What follows belongs to an exercise in optimizing a design on an open flow for small area; a production flow would make more cautious choices.
No driver is modelled on the clock port, so clock power and skew are understated where the tree is cut down; a real chip needs a root buffer or a tree.
Power is estimated from default activity; no workload was simulated.

// top
module top (
    input  logic clk,
    input  logic rst,
    output logic RGB_R,
    output logic RGB_G,
    output logic RGB_B
);
    logic [7:0] c;
    logic       wrap;
    logic [7:0] m;
    logic [2:0] j;
    pwm u_pwm (.clk(clk), .rst(rst), .c(c), .wrap(wrap));
    fade u_fade (.clk(clk), .rst(rst), .wrap(wrap), .m(m), .j(j));
    logic hi_on, ramp_on, lo_on;
    assign hi_on   = ~(c[7] & c[5] & (c[3] | (c[2] & c[1] & c[0])));   
    always_comb begin
        ramp_on = 1'b1;
        for (int i = 0; i < 8; i++)
            ramp_on = (m[i] & ~c[i]) | ((m[i] | ~c[i]) & ramp_on);
    end
    assign lo_on   = (c == 8'd0);
    function automatic logic chan(input logic x, input logic y,
                                  input logic h, input logic r, input logic l);
        chan = (x & y) ? h : ((x | y) ? r : l);
    endfunction
    assign RGB_G = ~chan( j[0],  j[1], hi_on, ramp_on, lo_on);
    assign RGB_R = ~chan(~j[1], ~j[2], hi_on, ramp_on, lo_on);
    assign RGB_B = ~chan( j[2], ~j[0], hi_on, ramp_on, lo_on);
endmodule
Size: ~170 cells after synthesis.
clock: 10.0 ns
lec_check: 0
cap_margin: 20
core_margin: 2
core_utilization: 40
slew_margin: 20
standard.sh (not shown) runs the stock make flow with config.mk's settings and CLKGATE_MAP_FILE= SYNTH_SCRIPT=/design/flow/synth_recipe.tcl, a recipe that flattens the netlist after the stock synthesis.
==> flow/flow/run.sh <==
#!/bin/bash
# Standard ORFS layout, with these changes:
#  - synthesis maps logic with an area-oriented ABC script (flow/abc_area.script)
#    and without the half/full adder cell map; everything else in synthesis,
#    including flip-flop mapping and naming, is the standard synth_recipe.tcl.
#  - port buffers use the smallest buffer cell.
#  - clock tree synthesis takes its arguments from flow/cts_args; then
#    flow/post_cts.tcl resizes or collapses the tree as flow/clk_cells says.
# Each tool's output goes to a log file in the work folder (synth.log, layout.log)
# besides ORFS's own per-step logs under orfs/logs.
set -euo pipefail
cd "$(dirname "$0")/.."
W=$PWD
rm -rf "$W/scripts_area"
cp -r "$FLOW_HOME/scripts" "$W/scripts_area"
cp "$W/flow/abc_area.script" "$W/scripts_area/abc_speed.script"
bash standard.sh SCRIPTS_DIR="$W/scripts_area" ADDER_MAP_FILE= synth > "$W/synth.log" 2>&1
bash standard.sh "BUFFER_PORTS_ARGS=-buffer_cell sky130_fd_sc_hd__buf_1" \
    "CTS_ARGS=$(cat "$W/flow/cts_args")" POST_CTS_TCL="$W/flow/post_cts.tcl" \
    $(cat "$W/flow/clk_cells") finish > "$W/layout.log" 2>&1
==> flow/flow/abc_area.script <==
strash
dc2
dch -f
amap
strash
dc2
dch -f
amap
==> flow/flow/clk_cells <==
CLK_COLLAPSE=1 CLK_LEAF_CELL=sky130_fd_sc_hd__clkbuf_8 CLK_ROOT_CELL=sky130_fd_sc_hd__clkbuf_16
==> flow/flow/cts_args <==
-sink_clustering_enable -repair_clock_nets -buf_list sky130_fd_sc_hd__clkbuf_8
==> flow/flow/post_cts.tcl <==
# After clock tree synthesis: collapse the clock tree into one buffer.
# The clock port drives a single buffer (CLK_ROOT_CELL), which drives every
# register's clock pin; the leaf buffers CTS made are removed.
set block [ord::get_db_block]
set db [ord::get_db]
set root [$block findInst clkbuf_0_clk]
set rootnet [[$root findITerm X] getNet]
set leaves {}
foreach it [$rootnet getITerms] {
  set inst [$it getInst]
  if { $inst != $root && [string match "sky130_fd_sc_hd__clkbuf_*" [[$inst getMaster] getName]] } {
    lappend leaves $inst
  }
}
if { $::env(CLK_COLLAPSE) } {
  foreach inst $leaves {
    set leafnet [[$inst findITerm X] getNet]
    foreach it [$leafnet getITerms] {
      if { [$it getInst] != $inst } {
        $it disconnect
        $it connect $rootnet
      }
    }
    odb::dbInst_destroy $inst
    odb::dbNet_destroy $leafnet
  }
} else {
  foreach inst $leaves {
    $inst swapMaster [$db findMaster $::env(CLK_LEAF_CELL)]
  }
}
$root swapMaster [$db findMaster $::env(CLK_ROOT_CELL)]
detailed_placement
check_placement -verbose
Then changed:
==> flow/flow/clk_cells (replaced) <==
CLK_COLLAPSE=0 CLK_LEAF_CELL=sky130_fd_sc_hd__clkbuf_8 CLK_ROOT_CELL=sky130_fd_sc_hd__clkbuf_2
What happened: Wire length goes down slightly; maximum frequency fell by a few percent; clock power increases by about a fifth; power increases by a few percent; sequential share of layout area decreases by 0.23 points; design area grows slightly.
No run of this note included a check of the RTL's function; only the layout flow was run.

what the ideal ports hide:
In the flow no input, the clock included, has a driving cell. The finished layouts below were timed again as built, in two steps.
Step 1, drivers: a clkbuf_16 drives clk and a buf_2 each remaining input, both assumed.
Step 2 adds t to the input delays and takes it off the output delays; t is the mean of the earliest and latest rising clock arrival at the registers after step 1. Input paths then give back, and output paths get back, about the clock's delay inside the block.
a / b / c = ideal ports / drivers / drivers and shift; a / b = the first two.
run | t (ns) | setup WS [ns] | hold WS [ns] | worst setup path at the end | clock arrival spread, ns
the first run | 0.189 | 5.855 / 5.828 / 6.017 | 0.448 / 0.448 / 0.448 | register to output | 0.004 / 0.004
the second run | 0.324 | 5.734 / 5.714 / 6.037 | 0.450 / 0.450 / 0.450 | register to output | 0.001 / 0.001
After both steps setup and hold are still met in every run listed.
